From an optimization exercise on the open Yosys and OpenROAD flow, aimed at small area; shortcuts taken in it are not production practice.
At most, simulation tests tie the RTL to the original design; equivalence was not proved.
Power is estimated from default activity; no workload was simulated.

==> inputs of exp/juniper <==
Design picoPPU, start of the top module:
module picoPPU( clk , btnC , JC , NMI , JB_i , JB_o , JB_oe , vgaRed , vgaGreen , vgaBlue , Hsync , Vsync ,
                  pat_addr , pat_en , pat_data ) ;
input clk , btnC ;
output [3:0] vgaRed ;
output [3:0] vgaGreen ;
output [3:0] vgaBlue ;
output wire Hsync , Vsync ;
input wire [7:0] JB_i ; 
output wire [7:0] JB_o ;
output wire JB_oe ;
output wire [13:0] pat_addr ;
output wire pat_en ;
input wire [31:0] pat_data ;
input wire [6:0] JC ; 
output wire NMI ;
wire video_enable ;
wire [9:0] v_count ;
wire [9:0] h_count ;
wire v_blank , h_blank ;
reg [1:0] divider ;
always @( posedge clk )
begin
    if ( btnC )
        divider <= 0 ;
    else
        divider <= divider + 1 ;
end
wire pix_en = ( divider == 2'd1 ) ;
wire reset_n = !btnC ;
wire chip_select = !JC[1] && JC[2] && JC[3] ;  
wire [7:0] inter_oam_addr ;
wire [15:0] inter_oam_dout ;
wire inter_oam_we , inter_oam_en ;
wire [15:0] inter_mem_addr ;
wire [7:0] inter_mem_dout ;
wire inter_mem_we , inter_mem_en ;
cpu_interface pico_ppu_interface (.clk(clk) , .reset_n(reset_n) , .data_in(JB_i) , .data_out(JB_o) , .data_oe(JB_oe) , .cs(chip_select) ,
         .we_b(JC[0]) , .reg_select(JC[6:4]) ,
         .oam_addr(inter_oam_addr) , .oam_dout(inter_oam_dout) , .oam_we(inter_oam_we) ,
         .oam_en(inter_oam_en) ,
         .mem_addr(inter_mem_addr) , .mem_dout(inter_mem_dout) , .mem_en(inter_mem_en) ,
         .mem_we(inter_mem_we) , .v_blank(v_blank) , .cpu_nmi(NMI) ) ;
wire [5:0] cyc = { h_count[3:0] , ~divider[1] , divider[0] } ;
wire [8:0] oam_y ;
wire [1:0] tsel ;
wire [4:0] oam_ty ;
wire [9:0] oam_tx , oam_tt ;
oam_ram prim_oam ( .clk(clk) , .reset(btnC) , .cyc(cyc) , .st(inter_oam_we && v_blank) , .st_addr(inter_oam_addr) ,
         .st_data(inter_oam_dout) , .y(oam_y) , .tsel(tsel) , .ty(oam_ty) , .tx(oam_tx) , .tt(oam_tt) ) ;
wire [5:0] pix_out ;
sprite_engine engine ( .clk(clk) , .reset(btnC) , .divider(divider) , .h_count(h_count) , .v_count(v_count) ,
         .h_blank(h_blank) , .v_blank(v_blank) , .oam_y(oam_y) , .tsel(tsel) , .oam_ty(oam_ty) , .oam_tx(oam_tx) , .oam_tt(oam_tt) ,
         .pat_addr(pat_addr) , .pat_en(pat_en) , .pat_data(pat_data) ,
         .pal_we(inter_mem_we) , .pal_addr(inter_mem_addr[6:0]) , .pal_din(inter_mem_dout[5:0]) , .color_out(pix_out) ) ;
wire [11:0] decoder_out ;
  ...
Settings: LEC_CHECK=0, CAP_MARGIN=20, CORE_MARGIN=2, CORE_UTILIZATION=45, PLACE_DENSITY=0.6, SLEW_MARGIN=20; clock period 12.0 ns.
run.sh (not shown) runs the stock make flow with config.mk's settings and CLKGATE_MAP_FILE= SYNTH_SCRIPT=/design/flow/synth_recipe.tcl, a recipe that flattens the netlist after the stock synthesis.
==> inputs of exp/indigo, as changes to exp/juniper <==
--- a/flow/design.v
+++ b/flow/design.v
@@ -68,23 +68,27 @@
         6'h3d: vga_color = { 4'hA , 4'hA , 4'hA } ;
         6'h3e: vga_color = { 4'h0 , 4'h0 , 4'h0 } ;
         6'h3f: vga_color = { 4'h0 , 4'h0 , 4'h0 } ;
         default: vga_color = { 4'h0 , 4'h0 , 4'h0 } ; 
     endcase
 end
 endmodule
-module vga_sync(clk , pix_en , reset_n , Hsync , Vsync , video_on , v_count , h_count , v_blank , h_blank );
+module vga_sync(clk , pix_en , reset_n , Hsync , Vsync , video_on , v_count , h_count , v_blank , h_blank , video_on_next );
   input clk , pix_en , reset_n;  
   output wire Hsync , Vsync;
 	output wire video_on; 
 	output reg  [9:0] v_count;
 	output reg  [9:0] h_count;
   output wire v_blank , h_blank ;
+  output wire video_on_next ;  
     wire h_countmaxed = (h_count == 799);  
     wire v_countmaxed = (v_count == 524);  
+    wire [9:0] h_next = !reset_n ? 10'd0 : !pix_en ? h_count : h_countmaxed ? 10'd0 : h_count + 10'd1 ;
+    wire [9:0] v_next = !reset_n ? 10'd480 : !( pix_en && h_countmaxed ) ? v_count : v_countmaxed ? 10'd0 : v_count + 10'd1 ;
+    assign video_on_next = (h_next < 640) && (v_next < 480);
     always @(posedge clk )
     begin
       if ( !reset_n )
         h_count <= 0 ;
       else if ( pix_en )
       begin
         if (h_countmaxed)
@@ -115,29 +119,29 @@
     assign h_blank = ( h_count >= 640 ) ;  
 endmodule
 module oam_ram ( clk , reset , cyc , st , st_addr , st_data , y , tsel , ty , tx , tt ) ;
 input wire clk , reset ;
 input wire [5:0] cyc ;
 input wire st ;
 input wire [7:0] st_addr ;
-input wire [15:0] st_data ;
+input wire [10:0] st_data ;    
 output wire [8:0] y ;       
 input wire [1:0] tsel ;     
 output reg [4:0] ty ;
 output reg [9:0] tx ;
 output reg [9:0] tt ;
 wire [16:0] prod = st_addr * 9'd171 ;
 wire [5:0] st_spr = prod[14:9] ;
 wire [1:0] st_fld = st_addr - { st_spr , 1'b0 } - st_spr ;
 reg pv ;
 reg [5:0] ps ;
 reg [1:0] pf ;
 reg [9:0] pd ;
-wire sat9 = |st_data[15:9] ;
-wire sat10 = |st_data[15:10] ;
+wire sat10 = st_data[10] ;
+wire sat9 = st_data[10] | st_data[9] ;
 wire [5:0] pdiff = cyc + 6'd1 - ps ;
 wire tap_hit = pv && ( pdiff[3:0] == 4'd0 ) ;
 always @( posedge clk )
 begin
     if ( reset )
         pv <= 0 ;
     else if ( st && st_addr < 8'd192 )
@@ -196,15 +200,15 @@
 input wire cs , we_b ;
 input wire [2:0] reg_select ;
 input wire [7:0] data_in ;
 output wire [7:0] data_out ;
 output wire data_oe ;
 output reg cpu_nmi;
 output reg [7:0] oam_addr ; 
-output reg [15:0] oam_dout;
+output reg [10:0] oam_dout;  
 output reg oam_we , oam_en;
 output reg [15:0] mem_addr ;
 output reg [7:0] mem_dout;
 output reg mem_en , mem_we ;
 wire our_time_input = (!we_b && cs);
 reg [7:0] ppu_ctrl ;
 wire oam_addr_inc = ppu_ctrl[0] ;  
@@ -271,15 +275,15 @@
                 begin
                     oam_data_second <= oam_data_second + 1;
                     if ( oam_data_second )  
                     begin
                         oam_write <= 1 ;  
                         state <= 1 ; 
                     end
-                    oam_dout <= { oam_dout[7:0] , save_data }; 
+                    oam_dout <= { |oam_dout[7:2] , oam_dout[1:0] , save_data }; 
                 end
             endcase
         end
         else 
         begin
             case (state)
                 1:
@@ -391,15 +395,15 @@
 input wire [9:0] oam_tt ;
 output wire [13:0] pat_addr ;
 output wire pat_en ;
 input wire [31:0] pat_data ;
 input wire pal_we ;
 input wire [6:0] pal_addr ;
 input wire [5:0] pal_din ;
-output wire [5:0] color_out ;
+output wire [5:0] color_out ;  
 integer i ;
 genvar g ;
 wire [9:0] vp1 = v_count + 10'd1 ;
 wire eval_win = !v_blank && ( h_count[9:4] == 6'd1 ) ;
 wire [10:0] ydiff = { 1'b0 , vp1 } - { 2'b0 , oam_y } ;
 wire match = ( ydiff[10:5] == 6'd0 ) ;
 wire take = eval_win && match ;
@@ -432,15 +436,15 @@
 wire eng_rst = reset || ( h_count == 10'd799 ) ;
 wire step = !v_blank && divider[1] && h_blank ;
 wire u_valid = ( count > { 1'b0 , ui } ) ;
 wire [4:0] vp2 = vp1[4:0] + 5'd1 ;
 wire [5:0] rd = cyc - s_idx[ui] ;
 assign tsel = rd[5:4] ;
 wire rd_hit = ( rd[3:0] == 4'd0 ) ;
-wire win = !v_blank && h_blank && ( st == S_WAIT || st == S_F0 || st == S_F1 || st == S_F2 || st == S_ADDR ) ;
+wire win = !v_blank && h_blank && !eng_rst && ( st == S_WAIT || st == S_F0 || st == S_F1 || st == S_F2 || st == S_ADDR ) ;
 wire cap = win && ( ui == 3'd7 || !u_valid || rd_hit ) ;
 reg [6:0] pa_tile ;
 reg [1:0] pa_plane ;
 reg [4:0] pa_row ;
 assign pat_addr = { pa_tile , pa_plane , pa_row } ;
 always @( posedge clk )
     if ( cap )
@@ -531,15 +535,15 @@
             begin
                 u_x[g] <= oam_tx ;
                 u_pal[g] <= oam_tt[9:7] ;
                 u_v[g] <= u_valid ;
             end
     end
 endgenerate
-wire [9:0] s_cnt = h_count + { 9'd0 , ( divider != 2'd2 ) } ;
+wire [9:0] s_cnt = ( h_count == 10'd799 ) ? 10'd0 : h_count + 10'd1 ;
 reg [3:0] u_col [0:6] ;
 reg [10:0] kd ;
 reg [3:0] color_number ;
 reg [2:0] palette_number ;
 always @(*)
 begin
     for ( i = 0 ; i < 7 ; i = i + 1 )
@@ -574,15 +578,16 @@
             always @( posedge clk )
                 if ( pal_we && pal_addr == g )
                     e <= pal_din ;
             assign pm[g*6 +: 6] = e ;
         end
     end
 endgenerate
-assign color_out = pm[ { palette_number , color_number } * 6 +: 6 ] ;
+wire [6:0] pal_sel = { palette_number , color_number } ;
+assign color_out = ( pal_we && pal_addr == pal_sel ) ? pal_din : pm[ pal_sel * 6 +: 6 ] ;
 endmodule
 module picoPPU( clk , btnC , JC , NMI , JB_i , JB_o , JB_oe , vgaRed , vgaGreen , vgaBlue , Hsync , Vsync ,
                   pat_addr , pat_en , pat_data ) ;
 input clk , btnC ;
 output [3:0] vgaRed ;
 output [3:0] vgaGreen ;
 output [3:0] vgaBlue ;
@@ -592,14 +597,15 @@
 output wire JB_oe ;
 output wire [13:0] pat_addr ;
 output wire pat_en ;
 input wire [31:0] pat_data ;
 input wire [6:0] JC ; 
 output wire NMI ;
 wire video_enable ;
+wire video_on_next ;
 wire [9:0] v_count ;
 wire [9:0] h_count ;
 wire v_blank , h_blank ;
 reg [1:0] divider ;
 always @( posedge clk )
 begin
     if ( btnC )
@@ -607,15 +613,15 @@
     else
         divider <= divider + 1 ;
 end
 wire pix_en = ( divider == 2'd1 ) ;
 wire reset_n = !btnC ;
 wire chip_select = !JC[1] && JC[2] && JC[3] ;  
 wire [7:0] inter_oam_addr ;
-wire [15:0] inter_oam_dout ;
+wire [10:0] inter_oam_dout ;
 wire inter_oam_we , inter_oam_en ;
 wire [15:0] inter_mem_addr ;
 wire [7:0] inter_mem_dout ;
 wire inter_mem_we , inter_mem_en ;
 cpu_interface pico_ppu_interface (.clk(clk) , .reset_n(reset_n) , .data_in(JB_i) , .data_out(JB_o) , .data_oe(JB_oe) , .cs(chip_select) ,
          .we_b(JC[0]) , .reg_select(JC[6:4]) ,
          .oam_addr(inter_oam_addr) , .oam_dout(inter_oam_dout) , .oam_we(inter_oam_we) ,
@@ -632,10 +638,13 @@
 wire [5:0] pix_out ;
 sprite_engine engine ( .clk(clk) , .reset(btnC) , .divider(divider) , .h_count(h_count) , .v_count(v_count) ,
          .h_blank(h_blank) , .v_blank(v_blank) , .oam_y(oam_y) , .tsel(tsel) , .oam_ty(oam_ty) , .oam_tx(oam_tx) , .oam_tt(oam_tt) ,
          .pat_addr(pat_addr) , .pat_en(pat_en) , .pat_data(pat_data) ,
          .pal_we(inter_mem_we) , .pal_addr(inter_mem_addr[6:0]) , .pal_din(inter_mem_dout[5:0]) , .color_out(pix_out) ) ;
 wire [11:0] decoder_out ;
 color_decoder ppu_color_decoder ( .color(pix_out) , .vga_color(decoder_out) ) ;
-vga_sync ppu_vga_sync ( .clk(clk) , .pix_en(pix_en) , .reset_n(reset_n) , .Hsync(Hsync) , .Vsync(Vsync) , .video_on(video_enable) , .v_count(v_count) , .h_count(h_count) , .v_blank(v_blank) , .h_blank(h_blank) ) ;
-assign { vgaRed , vgaGreen , vgaBlue } = video_enable ? decoder_out : 12'd0 ;
+vga_sync ppu_vga_sync ( .clk(clk) , .pix_en(pix_en) , .reset_n(reset_n) , .Hsync(Hsync) , .Vsync(Vsync) , .video_on(video_enable) , .v_count(v_count) , .h_count(h_count) , .v_blank(v_blank) , .h_blank(h_blank) , .video_on_next(video_on_next) ) ;
+reg [11:0] rgb ;
+always @( posedge clk )
+    rgb <= video_on_next ? decoder_out : 12'd0 ;
+assign { vgaRed , vgaGreen , vgaBlue } = rgb ;
 endmodule
CORE_UTILIZATION = 60   (was 45)
CTS_CLUSTER_DIAMETER = 80   (was not set)
CTS_CLUSTER_SIZE = 30   (was not set)
PLACE_DENSITY = 0.7   (was 0.6)
==> comparison <==
exp/juniper ran to the end with no violations. exp/indigo produced a clean layout.
In exp/juniper the synthesized cell count is larger than in exp/indigo, by 1.4%.
Against exp/juniper, the total power of exp/indigo is smaller by about 13%.
Against exp/juniper, the design area of exp/indigo is smaller by 7.9%.
First-iteration DRC count: exp/juniper is lower than exp/indigo (about 10%).
Of exp/indigo and exp/juniper, exp/indigo has the higher sequential cell count (gap 7).
Fmax: exp/juniper is lower than exp/indigo (6.3%).

========
==> build 19: inputs <==
Another version of the RTL of picoPPU (not shown whole).
Settings: LEC_CHECK=0, CAP_MARGIN=20, CORE_MARGIN=2, CORE_UTILIZATION=45, PLACE_DENSITY=0.6, SLEW_MARGIN=20; clock period 12.0 ns.
==> inputs of trial 3, as changes to build 19 <==
--- a/flow/design.v
+++ b/flow/design.v
@@ -67,25 +67,29 @@
         6'h3c: vga_color = { 4'hA , 4'hD , 4'hE } ;
         6'h3d: vga_color = { 4'hA , 4'hA , 4'hA } ;
         6'h3e: vga_color = { 4'h0 , 4'h0 , 4'h0 } ;
         6'h3f: vga_color = { 4'h0 , 4'h0 , 4'h0 } ;
         default: vga_color = { 4'h0 , 4'h0 , 4'h0 } ; 
     endcase
 end
 endmodule
-module vga_sync(clk , pix_en , reset_n , Hsync , Vsync , video_on , v_count , h_count , v_blank , h_blank );
+module vga_sync(clk , pix_en , reset_n , Hsync , Vsync , video_on , v_count , h_count , v_blank , h_blank , video_on_next );
   input clk , pix_en , reset_n;  
   output wire Hsync , Vsync;
 	output wire video_on; 
 	output reg  [9:0] v_count;
 	output reg  [9:0] h_count;
   output wire v_blank , h_blank ;
+  output wire video_on_next ;  
     wire h_countmaxed = (h_count == 799);  
     wire v_countmaxed = (v_count == 524);  
+    wire [9:0] h_next = !reset_n ? 10'd0 : !pix_en ? h_count : h_countmaxed ? 10'd0 : h_count + 10'd1 ;
+    wire [9:0] v_next = !reset_n ? 10'd480 : !( pix_en && h_countmaxed ) ? v_count : v_countmaxed ? 10'd0 : v_count + 10'd1 ;
+    assign video_on_next = (h_next < 640) && (v_next < 480);
     always @(posedge clk )
     begin
       if ( !reset_n )
         h_count <= 0 ;
       else if ( pix_en )
       begin
         if (h_countmaxed)
           h_count <= 0;
@@ -109,34 +113,36 @@
       end
     end
     assign Hsync = ~(h_count >= (640 + 16) && (h_count < (640 + 16 + 96)));    
     assign Vsync = ~(v_count >= (480 + 10) && (v_count < (480 + 10 + 2)));    
     assign video_on = (h_count < 640) && (v_count < 480);
     assign v_blank = (v_count >= 480) ;
     assign h_blank = ( h_count >= 640 ) ;  
 endmodule
-module oam_ram ( clk , reset , cyc , st , st_addr , st_data , y , x , t ) ;
+module oam_ram ( clk , reset , cyc , st , st_addr , st_data , y , tsel , ty , tx , tt ) ;
 input wire clk , reset ;
 input wire [5:0] cyc ;
 input wire st ;
 input wire [7:0] st_addr ;
-input wire [15:0] st_data ;
-output wire [8:0] y ;
-output wire [9:0] x ;
-output wire [9:0] t ;
+input wire [10:0] st_data ;    
+output wire [8:0] y ;       
+input wire [1:0] tsel ;     
+output reg [4:0] ty ;
+output reg [9:0] tx ;
+output reg [9:0] tt ;
 wire [16:0] prod = st_addr * 9'd171 ;
 wire [5:0] st_spr = prod[14:9] ;
 wire [1:0] st_fld = st_addr - { st_spr , 1'b0 } - st_spr ;
 reg pv ;
 reg [5:0] ps ;
 reg [1:0] pf ;
 reg [9:0] pd ;
-wire sat9 = |st_data[15:9] ;
-wire sat10 = |st_data[15:10] ;
+wire sat10 = st_data[10] ;
+wire sat9 = st_data[10] | st_data[9] ;
 wire [5:0] pdiff = cyc + 6'd1 - ps ;
 wire tap_hit = pv && ( pdiff[3:0] == 4'd0 ) ;
 always @( posedge clk )
 begin
     if ( reset )
         pv <= 0 ;
     else if ( st && st_addr < 8'd192 )
     begin
@@ -172,31 +178,38 @@
         else
         begin : sh
             always @( posedge clk )
                 r[j*29 +: 29] <= prev ;
         end
     end
 endgenerate
 assign y = r[8:0] ;
-assign x = r[18:9] ;
-assign t = r[28:19] ;
+always @(*)
+begin
+    case ( tsel )
+        2'd0 : { tt , tx , ty } = { r[0*29+9 +: 20] , r[0*29 +: 5] } ;
+        2'd1 : { tt , tx , ty } = { r[16*29+9 +: 20] , r[16*29 +: 5] } ;
+        2'd2 : { tt , tx , ty } = { r[32*29+9 +: 20] , r[32*29 +: 5] } ;
+        default : { tt , tx , ty } = { r[48*29+9 +: 20] , r[48*29 +: 5] } ;
+    endcase
+end
 endmodule
 module cpu_interface( clk , reset_n , data_in , data_out , data_oe , cs , we_b , reg_select ,
       oam_addr , oam_dout , oam_we , oam_en ,
       mem_addr , mem_dout , mem_en , mem_we , v_blank , cpu_nmi );
 input clk , v_blank , reset_n;
 input wire cs , we_b ;
 input wire [2:0] reg_select ;
 input wire [7:0] data_in ;
 output wire [7:0] data_out ;
 output wire data_oe ;
 output reg cpu_nmi;
 output reg [7:0] oam_addr ; 
-output reg [15:0] oam_dout;
+output reg [10:0] oam_dout;  
 output reg oam_we , oam_en;
 output reg [15:0] mem_addr ;
 output reg [7:0] mem_dout;
 output reg mem_en , mem_we ;
 wire our_time_input = (!we_b && cs);
 reg [7:0] ppu_ctrl ;
 wire oam_addr_inc = ppu_ctrl[0] ;  
 wire mem_addr_inc = ppu_ctrl[1] ;  
@@ -261,17 +274,17 @@
                 4:  
                 begin
                     oam_data_second <= oam_data_second + 1;
                     if ( oam_data_second )  
                     begin
                         oam_write <= 1 ;  
                         state <= 1 ; 
                     end
-                    oam_dout <= { oam_dout[7:0] , save_data }; 
+                    oam_dout <= { |oam_dout[7:2] , oam_dout[1:0] , save_data }; 
                 end
             endcase
         end
         else 
         begin
             case (state)
                 1:
                 begin
@@ -363,78 +376,92 @@
     else
     begin
         nmi_done <= 0 ;
         nmi_counter <= 0 ;
     end
 end
 endmodule
 module sprite_engine ( clk , reset , divider , h_count , v_count , h_blank , v_blank ,
-        oam_y , oam_x , oam_t ,
+        oam_y , tsel , oam_ty , oam_tx , oam_tt ,
         pat_addr , pat_en , pat_data ,
         pal_we , pal_addr , pal_din , color_out ) ;
 input wire clk , reset ;
 input wire [1:0] divider ;
 input wire [9:0] h_count , v_count ;
 input wire h_blank , v_blank ;
 input wire [8:0] oam_y ;
-input wire [9:0] oam_x ;
-input wire [9:0] oam_t ;
-output reg [13:0] pat_addr ;
+output wire [1:0] tsel ;
+input wire [4:0] oam_ty ;
+input wire [9:0] oam_tx ;
+input wire [9:0] oam_tt ;
+output wire [13:0] pat_addr ;
 output wire pat_en ;
 input wire [31:0] pat_data ;
 input wire pal_we ;
 input wire [6:0] pal_addr ;
 input wire [5:0] pal_din ;
-output wire [5:0] color_out ;
+output wire [5:0] color_out ;  
 integer i ;
 genvar g ;
 wire [9:0] vp1 = v_count + 10'd1 ;
 wire eval_win = !v_blank && ( h_count[9:4] == 6'd1 ) ;
 wire [10:0] ydiff = { 1'b0 , vp1 } - { 2'b0 , oam_y } ;
 wire match = ( ydiff[10:5] == 6'd0 ) ;
 wire take = eval_win && match ;
 reg [3:0] count ;
 always @( posedge clk )
 begin
     if ( h_count[9:4] == 6'd0 )
         count <= 0 ;
     else if ( take && !count[3] )
         count <= count + 1 ;
 end
-reg [4:0] s_row [0:7] ;
-reg [9:0] s_x [0:6] ;
-reg [9:0] s_t [0:6] ;
+wire [5:0] cyc = { h_count[3:0] , ~divider[1] , divider[0] } ;
+reg [5:0] s_idx [0:6] ;
+reg [4:0] s_row7 ;
 generate
-    for ( g = 0 ; g < 8 ; g = g + 1 )
+    for ( g = 0 ; g < 7 ; g = g + 1 )
     begin : slot
         always @( posedge clk )
             if ( take && count == g )
-                s_row[g] <= ydiff[4:0] ;
-        if ( g < 7 )
-        begin : xt
-            always @( posedge clk )
-                if ( take && count == g )
-                begin
-                    s_x[g] <= oam_x ;
-                    s_t[g] <= oam_t ;
-                end
-        end
+                s_idx[g] <= cyc ;
     end
 endgenerate
+always @( posedge clk )
+    if ( take && count == 4'd7 )
+        s_row7 <= ydiff[4:0] ;
 localparam S_WAIT = 3'd0 , S_F0 = 3'd1 , S_F1 = 3'd2 , S_F2 = 3'd3 , S_ADDR = 3'd4 , S_READ = 3'd5 , S_IDLE = 3'd6 ;
 reg [2:0] st ;
 reg [1:0] fi , bp , wc ;
 reg [2:0] ui ;
 wire eng_rst = reset || ( h_count == 10'd799 ) ;
 wire step = !v_blank && divider[1] && h_blank ;
 wire u_valid = ( count > { 1'b0 , ui } ) ;
 wire [4:0] vp2 = vp1[4:0] + 5'd1 ;
-wire [6:0] f_tile = ( u_valid && ui != 3'd7 ) ? s_t[ui][6:0] : 7'h7F ;
-wire [4:0] f_row = u_valid ? s_row[ui] : vp2 ;
+wire [5:0] rd = cyc - s_idx[ui] ;
+assign tsel = rd[5:4] ;
+wire rd_hit = ( rd[3:0] == 4'd0 ) ;
+wire win = !v_blank && h_blank && !eng_rst && ( st == S_WAIT || st == S_F0 || st == S_F1 || st == S_F2 || st == S_ADDR ) ;
+wire cap = win && ( ui == 3'd7 || !u_valid || rd_hit ) ;
+reg [6:0] pa_tile ;
+reg [1:0] pa_plane ;
+reg [4:0] pa_row ;
+assign pat_addr = { pa_tile , pa_plane , pa_row } ;
+always @( posedge clk )
+    if ( cap )
+    begin
+        pa_tile <= ( u_valid && ui != 3'd7 ) ? oam_tt[6:0] : 7'h7F ;
+        if ( !u_valid )
+            pa_row <= vp2 ;
+        else if ( ui == 3'd7 )
+            pa_row <= s_row7 ;
+        else
+            pa_row <= vp1[4:0] - oam_ty ;
+    end
 assign pat_en = ( st == S_READ ) ;
 wire pat_take = step && st == S_READ && wc == 2'd3 && ui != 3'd7 ;
 always @( posedge clk )
 begin
     if ( eng_rst )
     begin
         st <= S_WAIT ;
         fi <= 0 ;
@@ -460,17 +487,17 @@
                 else
                 begin
                     fi <= fi + 1 ;
                     st <= S_F0 ;
                 end
             end
             S_ADDR :
             begin
-                pat_addr <= { f_tile , bp , f_row } ;
+                pa_plane <= bp ;
                 st <= S_READ ;
             end
             S_READ :
             begin
                 if ( wc == 2'd3 )
                 begin
                     if ( bp == 2'd3 )
                     begin
@@ -492,33 +519,32 @@
         endcase
     end
 end
 reg [32*28-1:0] w ;
 wire [31:0] pat_word = { pat_data[7:0] , pat_data[15:8] , pat_data[23:16] , pat_data[31:24] } ;
 always @( posedge clk )
     if ( pat_take )
         w <= { w[32*27-1:0] , pat_word } ;
-wire unit_load = !v_blank && h_count == 10'd640 && divider == 2'd2 ;
 reg [9:0] u_x [0:6] ;
 reg [2:0] u_pal [0:6] ;
 reg [6:0] u_v ;
 generate
     for ( g = 0 ; g < 7 ; g = g + 1 )
     begin : unit
         always @( posedge clk )
-            if ( unit_load )
+            if ( cap && ui == g )
             begin
-                u_x[g] <= s_x[g] ;
-                u_pal[g] <= s_t[g][9:7] ;
-                u_v[g] <= ( count > g ) ;
+                u_x[g] <= oam_tx ;
+                u_pal[g] <= oam_tt[9:7] ;
+                u_v[g] <= u_valid ;
             end
     end
 endgenerate
-wire [9:0] s_cnt = h_count + { 9'd0 , ( divider != 2'd2 ) } ;
+wire [9:0] s_cnt = ( h_count == 10'd799 ) ? 10'd0 : h_count + 10'd1 ;
 reg [3:0] u_col [0:6] ;
 reg [10:0] kd ;
 reg [3:0] color_number ;
 reg [2:0] palette_number ;
 always @(*)
 begin
     for ( i = 0 ; i < 7 ; i = i + 1 )
     begin
@@ -551,17 +577,18 @@
             reg [5:0] e ;
             always @( posedge clk )
                 if ( pal_we && pal_addr == g )
                     e <= pal_din ;
             assign pm[g*6 +: 6] = e ;
         end
     end
 endgenerate
-assign color_out = pm[ { palette_number , color_number } * 6 +: 6 ] ;
+wire [6:0] pal_sel = { palette_number , color_number } ;
+assign color_out = ( pal_we && pal_addr == pal_sel ) ? pal_din : pm[ pal_sel * 6 +: 6 ] ;
 endmodule
 module picoPPU( clk , btnC , JC , NMI , JB_i , JB_o , JB_oe , vgaRed , vgaGreen , vgaBlue , Hsync , Vsync ,
                   pat_addr , pat_en , pat_data ) ;
 input clk , btnC ;
 output [3:0] vgaRed ;
 output [3:0] vgaGreen ;
 output [3:0] vgaBlue ;
 output wire Hsync , Vsync ;
@@ -569,49 +596,55 @@
 output wire [7:0] JB_o ;
 output wire JB_oe ;
 output wire [13:0] pat_addr ;
 output wire pat_en ;
 input wire [31:0] pat_data ;
 input wire [6:0] JC ; 
 output wire NMI ;
 wire video_enable ;
+wire video_on_next ;
 wire [9:0] v_count ;
 wire [9:0] h_count ;
 wire v_blank , h_blank ;
 reg [1:0] divider ;
 always @( posedge clk )
 begin
     if ( btnC )
         divider <= 0 ;
     else
         divider <= divider + 1 ;
 end
 wire pix_en = ( divider == 2'd1 ) ;
 wire reset_n = !btnC ;
 wire chip_select = !JC[1] && JC[2] && JC[3] ;  
 wire [7:0] inter_oam_addr ;
-wire [15:0] inter_oam_dout ;
+wire [10:0] inter_oam_dout ;
 wire inter_oam_we , inter_oam_en ;
 wire [15:0] inter_mem_addr ;
 wire [7:0] inter_mem_dout ;
 wire inter_mem_we , inter_mem_en ;
 cpu_interface pico_ppu_interface (.clk(clk) , .reset_n(reset_n) , .data_in(JB_i) , .data_out(JB_o) , .data_oe(JB_oe) , .cs(chip_select) ,
          .we_b(JC[0]) , .reg_select(JC[6:4]) ,
          .oam_addr(inter_oam_addr) , .oam_dout(inter_oam_dout) , .oam_we(inter_oam_we) ,
          .oam_en(inter_oam_en) ,
          .mem_addr(inter_mem_addr) , .mem_dout(inter_mem_dout) , .mem_en(inter_mem_en) ,
          .mem_we(inter_mem_we) , .v_blank(v_blank) , .cpu_nmi(NMI) ) ;
 wire [5:0] cyc = { h_count[3:0] , ~divider[1] , divider[0] } ;
 wire [8:0] oam_y ;
-wire [9:0] oam_x , oam_t ;
+wire [1:0] tsel ;
+wire [4:0] oam_ty ;
+wire [9:0] oam_tx , oam_tt ;
 oam_ram prim_oam ( .clk(clk) , .reset(btnC) , .cyc(cyc) , .st(inter_oam_we && v_blank) , .st_addr(inter_oam_addr) ,
-         .st_data(inter_oam_dout) , .y(oam_y) , .x(oam_x) , .t(oam_t) ) ;
+         .st_data(inter_oam_dout) , .y(oam_y) , .tsel(tsel) , .ty(oam_ty) , .tx(oam_tx) , .tt(oam_tt) ) ;
 wire [5:0] pix_out ;
 sprite_engine engine ( .clk(clk) , .reset(btnC) , .divider(divider) , .h_count(h_count) , .v_count(v_count) ,
-         .h_blank(h_blank) , .v_blank(v_blank) , .oam_y(oam_y) , .oam_x(oam_x) , .oam_t(oam_t) ,
+         .h_blank(h_blank) , .v_blank(v_blank) , .oam_y(oam_y) , .tsel(tsel) , .oam_ty(oam_ty) , .oam_tx(oam_tx) , .oam_tt(oam_tt) ,
          .pat_addr(pat_addr) , .pat_en(pat_en) , .pat_data(pat_data) ,
          .pal_we(inter_mem_we) , .pal_addr(inter_mem_addr[6:0]) , .pal_din(inter_mem_dout[5:0]) , .color_out(pix_out) ) ;
 wire [11:0] decoder_out ;
 color_decoder ppu_color_decoder ( .color(pix_out) , .vga_color(decoder_out) ) ;
-vga_sync ppu_vga_sync ( .clk(clk) , .pix_en(pix_en) , .reset_n(reset_n) , .Hsync(Hsync) , .Vsync(Vsync) , .video_on(video_enable) , .v_count(v_count) , .h_count(h_count) , .v_blank(v_blank) , .h_blank(h_blank) ) ;
-assign { vgaRed , vgaGreen , vgaBlue } = video_enable ? decoder_out : 12'd0 ;
+vga_sync ppu_vga_sync ( .clk(clk) , .pix_en(pix_en) , .reset_n(reset_n) , .Hsync(Hsync) , .Vsync(Vsync) , .video_on(video_enable) , .v_count(v_count) , .h_count(h_count) , .v_blank(v_blank) , .h_blank(h_blank) , .video_on_next(video_on_next) ) ;
+reg [11:0] rgb ;
+always @( posedge clk )
+    rgb <= video_on_next ? decoder_out : 12'd0 ;
+assign { vgaRed , vgaGreen , vgaBlue } = rgb ;
 endmodule
==> flow/config.mk (replaced) <==
export PLATFORM = sky130hd
export DESIGN_NAME = picoPPU
export DESIGN_NICKNAME = picoPPU
export VERILOG_FILES = /design/flow/design.v
export SDC_FILE = /design/flow/constraint.sdc
export NUM_CORES = 4
export LEC_CHECK = 0
export CAP_MARGIN = 20
export CORE_MARGIN = 2
export CORE_UTILIZATION = 45
export CTS_CLUSTER_DIAMETER = 80
export CTS_CLUSTER_SIZE = 30
export PLACE_DENSITY = 0.6
export SLEW_MARGIN = 20
==> comparison <==
Synthesized area: build 19 is larger than trial 3 (2.8%).
In build 19 the core utilization is higher than in trial 3, by 3.0 points.
Of build 19 and trial 3, build 19 has the higher total power (gap 16%, measured against trial 3).
Against trial 3, the routed wire length of build 19 is smaller by 5.2%.
Against build 19, the sequential power of trial 3 is lower by about 4%.
Clock power: trial 3 is lower than build 19 (41%).
Between build 19 and trial 3, the lower setup slack is in build 19 (gap 560 ps).
Between build 19 and trial 3, the lower sequential share of layout area is in build 19 (gap 3.3 points).
Between trial 3 and build 19, the lower final cell count is in trial 3 (gap about 5.4%, measured against build 19).
No functional check of the RTL was part of build 19.

[what the ideal ports hide]
Ports are ideal in the flow. The routed layouts listed here were re-timed in OpenROAD.
Step 1, drivers: a clkbuf_16 drives clk and a buf_2 each remaining input, both assumed.
Step 2 adds t to the input delays and takes it off the output delays; t is the mean of the earliest and latest rising clock arrival at the registers after step 1. Input paths then give back, and output paths get back, about the clock's delay inside the block.
Slacks: no drivers / after step 1 / after step 2; pairs: no drivers / after step 1.
run | t, ns | setup slack, ns | worst register clock-pin slew, ns
exp/juniper | 1.044 | 0.210 / 0.121 / 1.165 | 0.07 / 0.07
exp/indigo | 0.927 | 0.947 / 0.947 / 0.947 | 0.12 / 0.12
build 19 | 0.994 | 0.204 / 0.115 / 1.109 | 0.07 / 0.07
trial 3 | 0.966 | 0.767 / 0.767 / 0.767 | 0.12 / 0.12
After both steps setup and hold are still met in every run listed.
